This is an optimization exercise on Yosys and OpenROAD, whose aim is small area, a short achievable clock period and few clock cycles per item, not a production implementation.
Where RTL was checked, it was by simulation tests only, not by an equivalence proof against the original.

== red ==
## BSW
module BSW (
    clk, rst, start,
    i_Q, i_R,
    o_Q_al,
    o_R_al,
    detail_info,
    done
);
    input clk, rst;
    input  [2:0] i_Q, i_R;
    input  start;
    output [2:0] o_Q_al, o_R_al;
    output [8:0] detail_info;
    output done;
    localparam [1:0] C_STOP = 2'd0, C_I = 2'd1, C_D = 2'd2, C_G = 2'd3;
    integer k;
    function ge8;
        input [7:0] a, b;
        reg [7:0] g, l;
        reg [3:0] g1, l1;
        reg [1:0] g2, l2;
        integer t;
        begin
            g = a & ~b;
            l = ~a & b;
            for (t = 0; t < 4; t = t + 1) begin
                g1[t] = g[2*t+1] | (~l[2*t+1] & g[2*t]);
                l1[t] = l[2*t+1] | (~g[2*t+1] & l[2*t]);
            end
            for (t = 0; t < 2; t = t + 1) begin
                g2[t] = g1[2*t+1] | (~l1[2*t+1] & g1[2*t]);
                l2[t] = l1[2*t+1] | (~g1[2*t+1] & l1[2*t]);
            end
            ge8 = ~(l2[1] | (~g2[1] & l2[0]));
        end
    endfunction
    function [11:0] pe_cell;
        input [3:0] ta, tb;
        input noA, noB, mt, c0, c1;
        reg aGEb, selM, sat, hz;
        reg [3:0] tmx;
        reg [2:0] tu, tv;
        reg [1:0] v, code;
        reg [3:0] tdl, tdu;
        reg [4:0] xv;         
        begin
            if (noA) begin
  ...
For scale: about 9800 cells after synthesis, roughly 2300 flip-flops.
Settings: LEC_CHECK=0, ABC_AREA=1, CAP_MARGIN=20, CORE_MARGIN=2, CORE_UTILIZATION=40, CTS_CLUSTER_DIAMETER=80, CTS_CLUSTER_SIZE=25, SLEW_MARGIN=20; clock period 24.0 ns.
standard.sh (not shown) runs the stock make flow with config.mk's settings and CLKGATE_MAP_FILE= SYNTH_SCRIPT=/design/flow/synth_recipe.tcl, a recipe that flattens the netlist after the stock synthesis.
==> flow/flow/run.sh <==
#!/bin/bash
# Standard layout, with these changes: the output flip-flops get their
# cell type's strongest drive (flow/upsize.tcl, after synthesis), the port
# buffers are buf_4 cells, and timing repair aims at 18.2 ns of setup slack
# (the clock period stays the design's). Each tool's output goes to a log
# here; the flow's own logs stay under orfs/logs.
set -euo pipefail
export BUFFER_PORTS_ARGS="-buffer_cell sky130_fd_sc_hd__buf_4"
export SETUP_SLACK_MARGIN=18.2
bash standard.sh synth > synth.log 2>&1
RES=orfs/results/$FLOW_PLATFORM/BSW/base openroad -no_init -exit flow/upsize.tcl > upsize.log 2>&1
bash standard.sh > flow.log 2>&1
==> flow/flow/upsize.tcl <==
# Give the flip-flop that drives the done port the strongest drive of its
# cell type (only the drive strength changes).
read_db $::env(RES)/1_synth.odb
read_liberty $::env(FLOW_HOME)/platforms/$::env(FLOW_PLATFORM)/lib/sky130_fd_sc_hd__tt_025C_1v80.lib
foreach inst [get_cells *] {
  set name [get_full_name $inst]
  set ref [get_property $inst ref_name]
  if {[regexp {^done_r} $name] && $ref eq "sky130_fd_sc_hd__dfrtp_1"} {
    replace_cell $inst sky130_fd_sc_hd__dfrtp_4
    puts "upsized $name $ref -> dfrtp_4"
  }
}
write_db $::env(RES)/1_synth.odb
Testbench counts of red, summed over its fixed seeds: cycles 44,498, items 320.
Input changes introduced in blue (baseline for comparison: red):
- CORE_UTILIZATION now 50, was 40
==> flow/flow/run.sh <==
#!/bin/bash
# Standard layout, with the port buffers made of buf_4 cells instead of the
# cell buffer_ports picks by default, and timing repair aiming at 18.2 ns of
# setup slack (the clock period stays the design's). Make's full output goes
# to flow.log; each tool's own logs stay under orfs/logs.
set -euo pipefail
export BUFFER_PORTS_ARGS="-buffer_cell sky130_fd_sc_hd__buf_4"
export SETUP_SLACK_MARGIN=18.2
bash standard.sh > flow.log 2>&1
removed: flow/flow/upsize.tcl
--- outcome ---
- Where design area is concerned, red is outperformed by blue.
- In terms of number of cells on the critical path, blue and red differ only marginally.
- Every stage of the flow completed for blue, and the final layout passed the timing, DRC and antenna checks.
### blue -> green
- CORE_UTILIZATION now 40, was 50
==> flow/flow/run.sh <==
#!/bin/bash
# Standard layout, with the port buffers made of buf_4 cells instead of the
# cell buffer_ports picks by default. Make's full output goes to flow.log;
# each tool's own logs stay under orfs/logs.
set -euo pipefail
export BUFFER_PORTS_ARGS="-buffer_cell sky130_fd_sc_hd__buf_4"
bash standard.sh > flow.log 2>&1
## What came out
- green against blue: logic depth of the worst register-to-register path went up 4.0%; part of the cycle the worst path needs up 2.0 points; fmax lower; worst path setup slack after routing lower.
- Looking at highest metal layer with signal wires, the met5 result is from blue; the met4 one comes from green.
- Cell count of green exceeds that of blue by a few percent.
- Worst-skew pair later-pin latency for green: 0.02 ns down relative to blue
- Looking at the reports, green completed the entire flow and the layout it produced met the timing, DRC and antenna checks.
- Area overhead of the layout relative to synthesis (lower): blue
- The lower delay of the slowest cell on the worst path of blue and green is in blue.
Edits applied to the flow inputs when going from green to orange:
- CTS_CLUSTER_SIZE now 30, was 25
- CTS_CLUSTER_DIAMETER now 100, was 80
==> flow/flow/run.sh <==
#!/bin/bash
# Standard layout, with the port buffers made of buf_4 cells instead of the
# cell buffer_ports picks by default, and timing repair aiming at 18.2 ns of
# setup slack (the clock period stays the design's). Make's full output goes
# to flow.log; each tool's own logs stay under orfs/logs.
set -euo pipefail
export BUFFER_PORTS_ARGS="-buffer_cell sky130_fd_sc_hd__buf_4"
export SETUP_SLACK_MARGIN=18.2
bash standard.sh > flow.log 2>&1
==> comparison <==
- orange and green ended up with roughly the same worst hold margin.
- Share of the cycle needed by the critical path after routing for orange: 2.7 points down relative to green
- Compare green and orange | clock latency on the worst-skew pair lower: orange
- Area of combinational cells with multiple inputs of orange is on par with green.
- orange vs. green: length of routed met3 wiring shows a reduction of 0.67%; area after synthesis was more or less identical.

* * *

west:
Another version of the RTL of BSW (not shown whole).
Size in the first run: about 10000 cells after synthesis, roughly 2200 flip-flops, about 25 I/O pins, ~84000 sq um of cells after synthesis.
clock: 24.0 ns
lec_check: 0
abc_area: 1
cap_margin: 20
core_margin: 2
core_utilization: 40
cts_cluster_diameter: 80
cts_cluster_size: 25
slew_margin: 20
==> flow/flow/run.sh <==
#!/bin/bash
# Standard layout, with these changes: the output flip-flops get their
# cell type's strongest drive (flow/upsize.tcl, after synthesis), the port
# buffers are buf_4 cells, and timing repair aims at 18.2 ns of setup slack
# (the clock period stays the design's). Each tool's output goes to a log
# here; the flow's own logs stay under orfs/logs.
set -euo pipefail
export BUFFER_PORTS_ARGS="-buffer_cell sky130_fd_sc_hd__buf_4"
export SETUP_SLACK_MARGIN=18.2
bash standard.sh synth > synth.log 2>&1
RES=orfs/results/$FLOW_PLATFORM/BSW/base openroad -no_init -exit flow/upsize.tcl > upsize.log 2>&1
bash standard.sh > flow.log 2>&1
==> flow/flow/upsize.tcl <==
# Give the flip-flops that drive the output ports the strongest drive of
# their own cell type (only the drive strength changes).
read_db $::env(RES)/1_synth.odb
foreach inst [get_cells *] {
  set name [get_full_name $inst]
  set ref [get_property $inst ref_name]
  if {[regexp {^(done_r|oq\[|orr\[|det\[)} $name]} {
    if {$ref eq "sky130_fd_sc_hd__dfrtp_1"} {
      replace_cell $inst sky130_fd_sc_hd__dfrtp_4
      puts "upsized $name $ref -> dfrtp_4"
    } elseif {$ref eq "sky130_fd_sc_hd__dfxtp_1"} {
      replace_cell $inst sky130_fd_sc_hd__dfxtp_4
      puts "upsized $name $ref -> dfxtp_4"
    }
  }
}
write_db $::env(RES)/1_synth.odb
Inputs modified between west and middle:
==> flow/flow/run.sh <==
#!/bin/bash
# Standard layout, with the port buffers made of buf_4 cells instead of the
# cell buffer_ports picks by default, and timing repair aiming at 18.2 ns of
# setup slack (the clock period stays the design's). Make's full output goes
# to flow.log; each tool's own logs stay under orfs/logs.
set -euo pipefail
export BUFFER_PORTS_ARGS="-buffer_cell sky130_fd_sc_hd__buf_4"
export SETUP_SLACK_MARGIN=18.2
bash standard.sh > flow.log 2>&1
diff --git a/flow/config.mk b/flow/config.mk
--- a/flow/config.mk
+++ b/flow/config.mk
@@ -12,3 +12,3 @@
 export CTS_CLUSTER_DIAMETER = 80
-export CTS_CLUSTER_SIZE = 25
+export CTS_CLUSTER_SIZE = 30
 export SLEW_MARGIN = 20
removed: flow/flow/upsize.tcl
As far as final net count is concerned, middle and west perform about the same.
The cell count on west is in line with that on middle.
Taking west as the reference, in middle minimum period implied by the final worst setup slack did not really move; multiplexer fraction of the synthesized cell area did not really move.
As far as growth of design area from synthesis to finish is concerned, west and middle perform about the same.
No run of this note included a check of the RTL's function; only the layout flow was run.

* * *

## run 1
BSW, a different RTL version from the one above (not shown whole).
Size: about 9600 cells after synthesis, about 2300 flip-flops, about 25 I/O pins, ~83000 sq um of cells after synthesis.
clock: 24.0 ns
lec_check: 0
abc_area: 1
cap_margin: 20
core_margin: 2
core_utilization: 40
cts_cluster_diameter: 90
cts_cluster_size: 28
slew_margin: 20
==> flow/flow/run.sh <==
#!/bin/bash
# Standard layout, with these changes: the output flip-flops get their
# cell type's strongest drive (flow/upsize.tcl, after synthesis), the port
# buffers are buf_4 cells, and timing repair aims at 18.2 ns of setup slack
# (the clock period stays the design's). Each tool's output goes to a log
# here; the flow's own logs stay under orfs/logs.
set -euo pipefail
export BUFFER_PORTS_ARGS="-buffer_cell sky130_fd_sc_hd__buf_4"
export SETUP_SLACK_MARGIN=18.2
bash standard.sh synth > synth.log 2>&1
RES=orfs/results/$FLOW_PLATFORM/BSW/base openroad -no_init -exit flow/upsize.tcl > upsize.log 2>&1
bash standard.sh > flow.log 2>&1
==> flow/flow/upsize.tcl <==
# Give the flip-flop that drives the done port the strongest drive of its
# cell type (only the drive strength changes).
read_db $::env(RES)/1_synth.odb
read_liberty $::env(FLOW_HOME)/platforms/$::env(FLOW_PLATFORM)/lib/sky130_fd_sc_hd__tt_025C_1v80.lib
foreach inst [get_cells *] {
  set name [get_full_name $inst]
  set ref [get_property $inst ref_name]
  if {[regexp {^done_r} $name] && $ref eq "sky130_fd_sc_hd__dfrtp_1"} {
    replace_cell $inst sky130_fd_sc_hd__dfrtp_4
    puts "upsized $name $ref -> dfrtp_4"
  }
}
write_db $::env(RES)/1_synth.odb
The final layout from run 1, which completed every stage, passed the timing, DRC and antenna checks at the end of the flow.
Testbench counts of run 1, summed over its fixed seeds: cycles 44,498, items 320.
### run 1 -> run 2
==> flow/flow/run.sh <==
#!/bin/bash
# Standard layout, with the port buffers made of buf_4 cells instead of the
# cell buffer_ports picks by default, and timing repair aiming at 18.2 ns of
# setup slack (the clock period stays the design's). Make's full output goes
# to flow.log; each tool's own logs stay under orfs/logs.
set -euo pipefail
export BUFFER_PORTS_ARGS="-buffer_cell sky130_fd_sc_hd__buf_4"
export SETUP_SLACK_MARGIN=18.2
bash standard.sh > flow.log 2>&1
diff --git a/flow/config.mk b/flow/config.mk
--- a/flow/config.mk
+++ b/flow/config.mk
@@ -12,2 +12,3 @@
-export CTS_CLUSTER_DIAMETER = 90
-export CTS_CLUSTER_SIZE = 28
+export CTS_CLUSTER_DIAMETER = 80
+export CTS_CLUSTER_SIZE = 25
+export PLACE_DENSITY = 0.93
removed: flow/flow/upsize.tcl
[summary]
Between run 1 and run 2, the difference in synthesis-to-layout area growth is negligible. From run 1 to run 2 the numbers moved as follows: setup slack moved up. Between run 1 and run 2, average wire per cell in the routed design is higher for run 1, run 2 comes in under that. Run 1 -> run 2: post-layout utilization of the core flat.
> inputs changed (run 2 -> run 3)
diff --git a/flow/config.mk b/flow/config.mk
--- a/flow/config.mk
+++ b/flow/config.mk
@@ -14 +14,2 @@
-export PLACE_DENSITY = 0.93
+export GPL_ROUTABILITY_DRIVEN = 0
+export PLACE_DENSITY = 0.88
--- outcome ---
- Result for run 2 and run 3: all clean
- Compared to run 2, run 3 has hold slack 7.2 ps lower.
- Side by side, wire length the detailed router placed on met1 turned out lower in run 3 than in run 2.
- Between run 2 and run 3, first-pass detailed-route iteration total increased.
- Setup slack of run 3 is on par with run 2.
- The total via count in the routed design on run 3 is in line with that on run 2.
- The area after detailed placement was comparable across run 2 and run 3.
- Run 3 vs. run 2: minimum clock period did not really move, depth of the worst register-to-register path went up, design area went down, count of placed standard cells in the final layout, fillers left out did not really move.
For run 4, these inputs were changed with respect to run 3:
diff --git a/flow/config.mk b/flow/config.mk
--- a/flow/config.mk
+++ b/flow/config.mk
@@ -14,2 +14 @@
-export GPL_ROUTABILITY_DRIVEN = 0
-export PLACE_DENSITY = 0.88
+export PLACE_DENSITY = 0.75
### Flow results
[compare] base=run 3 new=run 4: relative slew slack now smaller.
Higher clock buffer instance count of the final layout among run 4 and run 3: run 4
Comparing run 4 and run 3, the lower number of inserted diodes was measured on run 4.
Measured against run 4, the detailed route wirelength on metal2 of run 3 comes out at 0.928 times the reference value.
Changes in run 5 relative to run 4:
diff --git a/flow/config.mk b/flow/config.mk
--- a/flow/config.mk
+++ b/flow/config.mk
@@ -9 +9 @@
-export CAP_MARGIN = 20
+export CAP_MARGIN = 10
@@ -14,2 +14 @@
-export PLACE_DENSITY = 0.75
-export SLEW_MARGIN = 20
+export SLEW_MARGIN = 10
Findings:
Run 5: done, clean on timing, DRC and antenna
Looking at CTS buffer count, run 5 sits 10% higher than run 4 does.
The total placed cells including tap cells was comparable across run 4 and run 5.
Lower global-route track usage on met3 was reported by run 5, not run 4.
Run 5 vs. run 4: clock network contribution to total cell area went up by 0.52 points.
Run 4 → run 5: sequential share of layout area went down 0.28 points; count of final max-slew check failures held; unique cell type count in the Yosys netlist held.

port drivers added, routing unchanged:
The results above use ideal ports. As a check the final layouts listed here were re-extracted and re-timed, cells and wires unchanged. Step 1 (the two cells are an assumption about what drives the block):
set clk [get_ports {clk}]
set_driving_cell -lib_cell sky130_fd_sc_hd__clkbuf_16 $clk
set_driving_cell -lib_cell sky130_fd_sc_hd__buf_2 [delete_from_list [all_inputs] $clk]
Step 2 moves the port delays by t, midway between the first and last clock arrival at a register: inputs arrive t later, outputs are due t later. That takes back most of the time a late clock gives input paths. a / b / c = no drivers / after step 1 / after step 2; a / b = the first two.
| run | t, ns | setup WS [ns] | worst data-port slew with drivers (ns) | cell pins on the clock port's net |
|---|---|---|---|---|
| red | 0.906 | 17.767 / 17.673 / 18.231 | 0.03 | 1 |
| blue | 0.931 | 17.709 / 17.617 / 18.309 | 0.06 | 1 |
| green | 0.916 | 17.223 / 17.223 / 17.223 | 0.03 | 1 |
| orange | 0.904 | 17.874 / 17.785 / 18.294 | 0.03 | 1 |
| west | 0.892 | 17.750 / 17.660 / 18.301 | 0.09 | 1 |
| middle | 0.865 | 17.750 / 17.662 / 18.322 | 0.09 | 1 |
| run 1 | 0.883 | 17.772 / 17.681 / 18.385 | 0.04 | 1 |
| run 2 | 0.921 | 17.874 / 17.788 / 18.355 | 0.05 | 1 |
| run 3 | 0.893 | 17.872 / 17.786 / 18.161 | 0.04 | 1 |
| run 4 | 0.899 | 17.882 / 17.783 / 18.385 | 0.03 | 1 |
| run 5 | 0.897 | 17.818 / 17.730 / 18.424 | 0.06 | 1 |
After both steps setup and hold are still met in every run listed.
